Source: an optimization exercise on an open RTL-to-GDS flow (aim: small area). Production flows keep margins and buffers that such runs may drop. The RTL was checked by simulation tests, not by an equivalence proof against the original design. The clock port is modelled as an ideal driver, which makes a skipped or thinned clock tree look cheaper than it is; a real chip needs a root buffer or a tree. Power is estimated from default activity; no workload was simulated.

==> run a: inputs <==
==> flow/design.v <==
`timescale 1ns / 1ps
module comm_top(
  input wire sys_clk,
  input wire sys_clk_rst,
  input wire rst,
  input wire bit_in,
  output wire bit_out,
  output wire [7:0] data_trans,
  output wire [7:0] data_recev
);
  reg [2:0] c5;
  reg [8:0] k;
  always @(posedge sys_clk or posedge sys_clk_rst)
    if (sys_clk_rst) begin
      c5 <= 3'd0;
      k  <= 9'd0;
    end else if (c5[2]) begin
      c5 <= 3'd0;
      k  <= k + 9'd1;
    end else
      c5 <= c5 + 3'd1;
  wire fsk_en = c5[2] & ~k[0];
  wire ps_en  = c5[2] & (k[4:0] == 5'd15);
  wire gen_en = c5[2] & (k == 9'd255);
  reg [7:0] nprev;                  
  wire [7:0] prev = ~nprev;
  reg [3:0] pcnt;
  reg       valid, dout;
  reg [4:0] m;
  assign data_trans = 8'd0 - nprev;
  wire started = valid | (|nprev);
  wire [2:0] p1 = {prev[7]^prev[6]^prev[5], prev[7]^prev[6]^prev[4], prev[7]^prev[5]^prev[4]};
  wire [2:0] p2 = {prev[3]^prev[2]^prev[1], prev[3]^prev[2]^prev[0], prev[3]^prev[1]^prev[0]};
  wire [15:0] word = {2'b11, prev[7:4], p1, prev[3:0], p2};
  wire tx_bit = word[~pcnt];
  always @(posedge sys_clk or posedge rst)
    if (rst) begin
      nprev  <= 8'd0;
      pcnt   <= 4'd0;
      valid  <= 1'b0;
      dout   <= 1'b0;
      m      <= 5'd8;
    end else begin
      if (gen_en) nprev <= nprev - 8'd1;
      if (ps_en & started) begin
        valid <= 1'b1;
        dout  <= tx_bit;
        pcnt  <= pcnt + 4'd1;
      end
      if (fsk_en & valid) m <= m + 5'd1;
    end
  assign bit_out = dout ? m[0] : m[4];
  reg       last, dm_out;
  reg [3:0] clknum;
  reg [1:0] zn;
  reg       cb, flag;
  reg [3:0] s;
  reg [7:0] hcd, drecv;
  reg [6:0] sr;
  reg [3:0] hi;
  function [3:0] corr(input [6:0] x);
    reg [2:0] c;
    begin
      c = {x[6]^x[5]^x[4]^x[2], x[6]^x[5]^x[3]^x[1], x[6]^x[4]^x[3]^x[0]};
      corr = x[6:3] ^ {c == 3'b111, c == 3'b110, c == 3'b101, c == 3'b011};
    end
  endfunction
  wire [3:0] nib = corr(sr);
  always @(posedge sys_clk or posedge rst)
    if (rst) begin
      last   <= 1'b0;
      dm_out <= 1'b0;
      clknum <= 4'd0;
      zn     <= 2'd0;
      cb     <= 1'b0;
      flag   <= 1'b0;
      s      <= 4'd0;
      hcd    <= 8'd0;
      drecv  <= 8'd0;
    end else begin
      if (fsk_en) begin
        clknum <= clknum + 4'd1;
        last   <= bit_in;
        if (clknum == 4'd15) begin
          zn     <= 2'd0;
          dm_out <= zn[1];
        end else if ((bit_in != last) && (clknum < 4'd3))
          zn <= {zn[1] | zn[0], 1'b1};
      end
      if (ps_en) begin
        cb   <= dm_out;
        s    <= (s[3:1] == 3'd0 && !cb) ? 4'd0 : s + 4'd1;
        flag <= (s == 4'd15);
        if (flag) hcd <= {hi, nib};
      end
      if (gen_en) drecv <= hcd;
    end
  always @(posedge sys_clk)
    if (ps_en) begin
      sr <= {sr[5:0], cb};
      if (s == 4'd9) hi <= nib;
    end
  assign data_recev = drecv;
endmodule
==> flow/flow/run.sh <==
#!/bin/bash
# Own layout flow: the standard ORFS flow (standard.sh) with these changes:
#  - synthesis maps logic with an area-oriented ABC script (flow/synth_area.tcl),
#    and leaves adders to ABC instead of mapping them to half/full-adder cells,
#  - ports are buffered with the smallest buffer (buf_1),
#  - the clock tree is a few clock buffers, each driving a group of nearby registers
#    (flow/clock_buffer.tcl).
# All tool output goes to standard.log here; ORFS's per-step logs stay in orfs/logs.
set -euo pipefail
F=$(cd "$(dirname "$0")" && pwd)
export CLOCK_BUFFER_CELL=${CLOCK_BUFFER_CELL:-sky130_fd_sc_hd__clkbuf_8}
export CLOCK_GROUPS=${CLOCK_GROUPS:-4}
bash standard.sh \
  SYNTH_SCRIPT=$F/synth_area.tcl \
  "BUFFER_PORTS_ARGS=-buffer_cell sky130_fd_sc_hd__buf_1" \
  PRE_CTS_TCL=$F/clock_buffer.tcl \
  ADDER_MAP_FILE= \
  finish > standard.log 2>&1
==> flow/flow/area.abc <==
strash
balance
rewrite
refactor
balance
rewrite
rewrite -z
balance
refactor -z
rewrite -z
balance
balance
rewrite
refactor
balance
rewrite
rewrite -z
balance
refactor -z
rewrite -z
balance
dch -f
amap
topo
==> flow/flow/clock_buffer.tcl <==
# PRE_CTS_TCL hook: a small clock tree built by hand. The registers are split into
# CLOCK_GROUPS groups by position (halves in x, then halves in y), and each group's
# clock pins are driven by one CLOCK_BUFFER_CELL placed at the group's centre; the
# clock port drives only these buffers. clock_tree_synthesis is then a no-op for the
# rest of cts.tcl, which goes on to legalise, repair timing and save.
set cell $::env(CLOCK_BUFFER_CELL)
set groups $::env(CLOCK_GROUPS)
set block [ord::get_db_block]
set dbu [$block getDbUnitsPerMicron]
set clk_net [$block findNet sys_clk]

set sinks {}
foreach it [$clk_net getITerms] {
  set inst [$it getInst]
  set box [$inst getBBox]
  lappend sinks [list [expr {([$box xMin] + [$box xMax]) / 2.0 / $dbu}] \
    [expr {([$box yMin] + [$box yMax]) / 2.0 / $dbu}] \
    "[$inst getName]/[[$it getMTerm] getName]"]
}

# split a list of sinks in two halves along coordinate index k
proc halves {sinks k} {
  set s [lsort -real -index $k $sinks]
  set h [expr {[llength $s] / 2}]
  return [list [lrange $s 0 [expr {$h - 1}]] [lrange $s $h end]]
}
set parts [list $sinks]
set k 0
while { [llength $parts] < $groups } {
  set next {}
  foreach p $parts { lappend next {*}[halves $p $k] }
  set parts $next
  set k [expr {1 - $k}]
}

set i 0
foreach p $parts {
  set sx 0.0
  set sy 0.0
  set pins {}
  foreach s $p {
    set sx [expr {$sx + [lindex $s 0]}]
    set sy [expr {$sy + [lindex $s 1]}]
    lappend pins [get_pins [lindex $s 2]]
  }
  set x [expr {$sx / [llength $p]}]
  set y [expr {$sy / [llength $p]}]
  puts "clock buffer $i: $cell at ($x, $y) driving [llength $p] clock pins"
  insert_buffer -buffer_cell $cell -net sys_clk -load_pins $pins -location [list $x $y] \
    -buffer_name clkbuf_$i -net_name sys_clk_$i
  incr i
}
foreach it [$clk_net getITerms] {
  set buf_net [[[$it getInst] findITerm X] getNet]
  $buf_net setSigType CLOCK
  puts "clock buffer [[$it getInst] getName] drives net [$buf_net getName] with [expr {[llength [$buf_net getITerms]] - 1}] pins"
}
proc clock_tree_synthesis {args} { puts "clock_tree_synthesis skipped: clock buffers inserted by hand" }
==> flow/flow/synth_area.tcl <==
# The standard flow's synthesis script (synth_recipe.tcl), with one change: Yosys's abc call maps the
# logic with the area-oriented ABC script area.abc beside this file instead of ORFS's
# speed script. Registers are mapped before abc runs, so they are the same as in the
# standard synthesis.
set area_abc_script [file join [file dirname [file normalize [info script]]] area.abc]
proc use_area_abc {name1 name2 op} {
  global abc_args area_abc_script
  set i [lsearch -exact $abc_args -script]
  if { $i >= 0 && [lindex $abc_args [expr {$i + 1}]] ne $area_abc_script } {
    set abc_args [lreplace $abc_args [expr {$i + 1}] [expr {$i + 1}] $area_abc_script]
  }
}
trace add variable ::abc_args write use_area_abc

proc synth {args} { yosys synth -nofsm -noshare {*}$args }
source $::env(SCRIPTS_DIR)/synth.tcl
# left out here: clear keep_hierarchy, flatten, clean up, hide names made inside functions, write 1_2_yosys.v
==> flow/standard.sh <==
#!/bin/bash
# synth_recipe.tcl (not shown) runs the flow's synth.tcl, then flattens the netlist and writes it again
# the make line also repeats each setting of config.mk as NAME=value (left out here)
make -C /OpenROAD-flow-scripts/flow DESIGN_CONFIG=/design/flow/config.mk WORK_HOME=/design/flow/orfs CLKGATE_MAP_FILE= SYNTH_SCRIPT=/design/flow/synth_recipe.tcl "${@:-finish}"
==> flow/config.mk <==
export PLATFORM = sky130hd
export DESIGN_NAME = comm_top
export DESIGN_NICKNAME = comm_top
export VERILOG_FILES = /design/flow/design.v
export SDC_FILE = /design/flow/constraint.sdc
export NUM_CORES = 4
export LEC_CHECK = 0
export CAP_MARGIN = 20
export CORE_MARGIN = 2
export CORE_UTILIZATION = 40
export SLEW_MARGIN = 20
==> flow/constraint.sdc <==
create_clock -name core_clock -period 10.0 [get_ports {sys_clk}]
set_input_delay 2.0000 -clock core_clock [delete_from_list [all_inputs] [get_ports {sys_clk}]]
set_output_delay 2.0000 -clock core_clock [all_outputs]
set_load 0.01 [all_outputs]
==> inputs of run b, as changes to run a <==
==> flow/design.v, changed modules only <==
module comm_top(
  input wire sys_clk,
  input wire sys_clk_rst,
  input wire rst,
  input wire bit_in,
  output wire bit_out,
  output wire [7:0] data_trans,
  output wire [7:0] data_recev
);
  reg [2:0] c5;
  reg [8:0] k;
  always @(posedge sys_clk or posedge sys_clk_rst)
    if (sys_clk_rst) begin
      c5 <= 3'd0;
      k  <= 9'd0;
    end else if (c5[2]) begin
      c5 <= 3'd0;
      k  <= k + 9'd1;
    end else
      c5 <= c5 + 3'd1;
  wire fsk_en = c5[2] & ~k[0];
  wire ps_en  = c5[2] & (k[4:0] == 5'd15);
  wire gen_en = c5[2] & (k == 9'd255);
  reg [7:0] prev;
  reg [3:0] pcnt;
  reg       valid, dout;
  reg [3:0] mcnt;
  reg       wave_h, wave_l;
  assign data_trans = prev + 8'd1;
  wire started = valid | ~&prev;
  wire [2:0] p1 = {prev[7]^prev[6]^prev[5], prev[7]^prev[6]^prev[4], prev[7]^prev[5]^prev[4]};
  wire [2:0] p2 = {prev[3]^prev[2]^prev[1], prev[3]^prev[2]^prev[0], prev[3]^prev[1]^prev[0]};
  wire [15:0] word = {2'b11, prev[7:4], p1, prev[3:0], p2};
  wire tx_bit = word[~pcnt];
  always @(posedge sys_clk or posedge rst)
    if (rst) begin
      prev   <= 8'hFF;
      pcnt   <= 4'd0;
      valid  <= 1'b0;
      dout   <= 1'b0;
      mcnt   <= 4'd0;
      wave_h <= 1'b0;
      wave_l <= 1'b0;
    end else begin
      if (gen_en) prev <= data_trans;
      if (ps_en & started) begin
        valid <= 1'b1;
        dout  <= tx_bit;
        pcnt  <= pcnt + 4'd1;
      end
      if (fsk_en) begin
        if (valid) begin
          wave_h <= ~wave_h;
          if (mcnt == 4'd7) wave_l <= ~wave_l;
          mcnt <= mcnt + 4'd1;
        end else
          mcnt <= 4'd0;
      end
    end
  assign bit_out = dout ? wave_h : wave_l;
  reg       last, dm_out;
  reg [3:0] clknum;
  reg [1:0] zn;
  reg       cb, flag;
  reg [3:0] s;
  reg [7:0] hcd, drecv;
  reg [6:0] sr;
  reg [3:0] hi;
  function [3:0] corr(input [6:0] x);
    reg [2:0] c;
    begin
      c = {x[6]^x[5]^x[4]^x[2], x[6]^x[5]^x[3]^x[1], x[6]^x[4]^x[3]^x[0]};
      corr = x[6:3] ^ {c == 3'b111, c == 3'b110, c == 3'b101, c == 3'b011};
    end
  endfunction
  wire [3:0] nib = corr(sr);
  always @(posedge sys_clk or posedge rst)
    if (rst) begin
      last   <= 1'b0;
      dm_out <= 1'b0;
      clknum <= 4'd0;
      zn     <= 2'd0;
      cb     <= 1'b0;
      flag   <= 1'b0;
      s      <= 4'd0;
      hcd    <= 8'd0;
      drecv  <= 8'd0;
    end else begin
      if (fsk_en) begin
        clknum <= clknum + 4'd1;
        last   <= bit_in;
        if (clknum == 4'd15) begin
          zn     <= 2'd0;
          dm_out <= zn[1];
        end else if ((bit_in != last) && (clknum < 4'd3))
          zn <= zn + 2'd1;
      end
      if (ps_en) begin
        cb   <= dm_out;
        s    <= (s[3:1] == 3'd0 && !cb) ? 4'd0 : s + 4'd1;
        flag <= (s == 4'd15);
        if (flag) hcd <= {hi, nib};
      end
      if (gen_en) drecv <= hcd;
    end
  always @(posedge sys_clk)
    if (ps_en) begin
      sr <= {sr[5:0], cb};
      if (s == 4'd9) hi <= nib;
    end
  assign data_recev = drecv;
endmodule
==> flow/run.sh (new file) <==
#!/bin/bash
# synth_recipe.tcl (not shown) runs the flow's synth.tcl, then flattens the netlist and writes it again
# the make line also repeats each setting of config.mk as NAME=value (left out here)
make -C /OpenROAD-flow-scripts/flow DESIGN_CONFIG=/design/flow/config.mk WORK_HOME=/design/flow/orfs CLKGATE_MAP_FILE= SYNTH_SCRIPT=/design/flow/synth_recipe.tcl finish
removed: flow/flow/run.sh
removed: flow/flow/area.abc
removed: flow/flow/clock_buffer.tcl
removed: flow/flow/synth_area.tcl
removed: flow/standard.sh
==> flow_summary.yaml <==
floorplan:
  initial_core_util_pct: 41.2
critical_path:
  cp_common_cell: "nand2_1"
  critPathSlowestCell: "dfrtp_1"
  path_cells: "clkinv_1, nand2_1, nor3_1, nand2_1, clkinv_1, nand2_1, nor2_1, nand2_1, o21a_1, buf_1"
clocking:
  clkLatencyLatePin_ns: 0.17
logic_synthesis:
  synth_area_per_cell_um2: 10.2
  syn_nets: 298
  ys_seq_elements: 72
  synth_top_area_share_pct: 50.3
  synthSimpleGateAreaFrac_pct: 13.4
outcome:
  outcome: "complete, no violations"
power:
  p_int_mw: 0.335
cells_and_area:
  final-seq-area_um2: 1860
  multi_input_area_um2: 978
  multi_input_area_share_pct: 30.2
drt:
  vias: 2071
Source of the figures above: run a

==> flow_summary.yaml <==
logic_synthesis:
  synth_area_per_cell_um2: 11.3
  synthSimpleGateAreaFrac_pct: 13.7
  ys_seq_elements: 73
drt:
  vias: 2213
  dr_wl_met2_mm: 2.56
clocking:
  clkLatencyLatePin_ns: 0.34
critical_path:
  critPathSlowestCell: "dfstp_2"
  path_cells: "nand3_1, or2_2, nor2_1, xor2_1, clkdlybuf4s50_1"
power:
  p_int_mw: 0.400
cells_and_area:
  multi_input_area_share_pct: 38.8
  multi_input_area_um2: 1540
  largest-register: "k"
  final-seq-area_um2: 1890
floorplan:
  initial_core_util_pct: 40.8
outcome:
  outcome: "complete, no violations"
Source of the figures above: run b

The clock cells of run a come from the design's own scripts or RTL, not from TritonCTS.

re-timing with driven ports:
The flow's constraints put no driver on any port. The routed layouts listed below were extracted and timed again, unchanged, in two steps.
Step 1: set_driving_cell puts a clkbuf_16 on sys_clk and a buf_2 on each other input, an assumption about the parent block.
Step 2 also shifts input and output timing later by t, the mid clock arrival at the registers, as if the neighbouring blocks saw the same clock.
Slacks: ideal ports / drivers / drivers and shift; pairs: ideal ports / drivers.
run	shift t [ns]	setup WS [ns]	worst setup path at the end	clock arrival spread, ns	worst data-port slew with drivers (ns)
run a	0.221	6.108 / 6.048 / 6.269	register to output	0.010 / 0.010	0.03
run b	0.363	5.611 / 5.581 / 5.945	register to output	0.011 / 0.011	0.03
After both steps setup and hold are still met in every run listed.
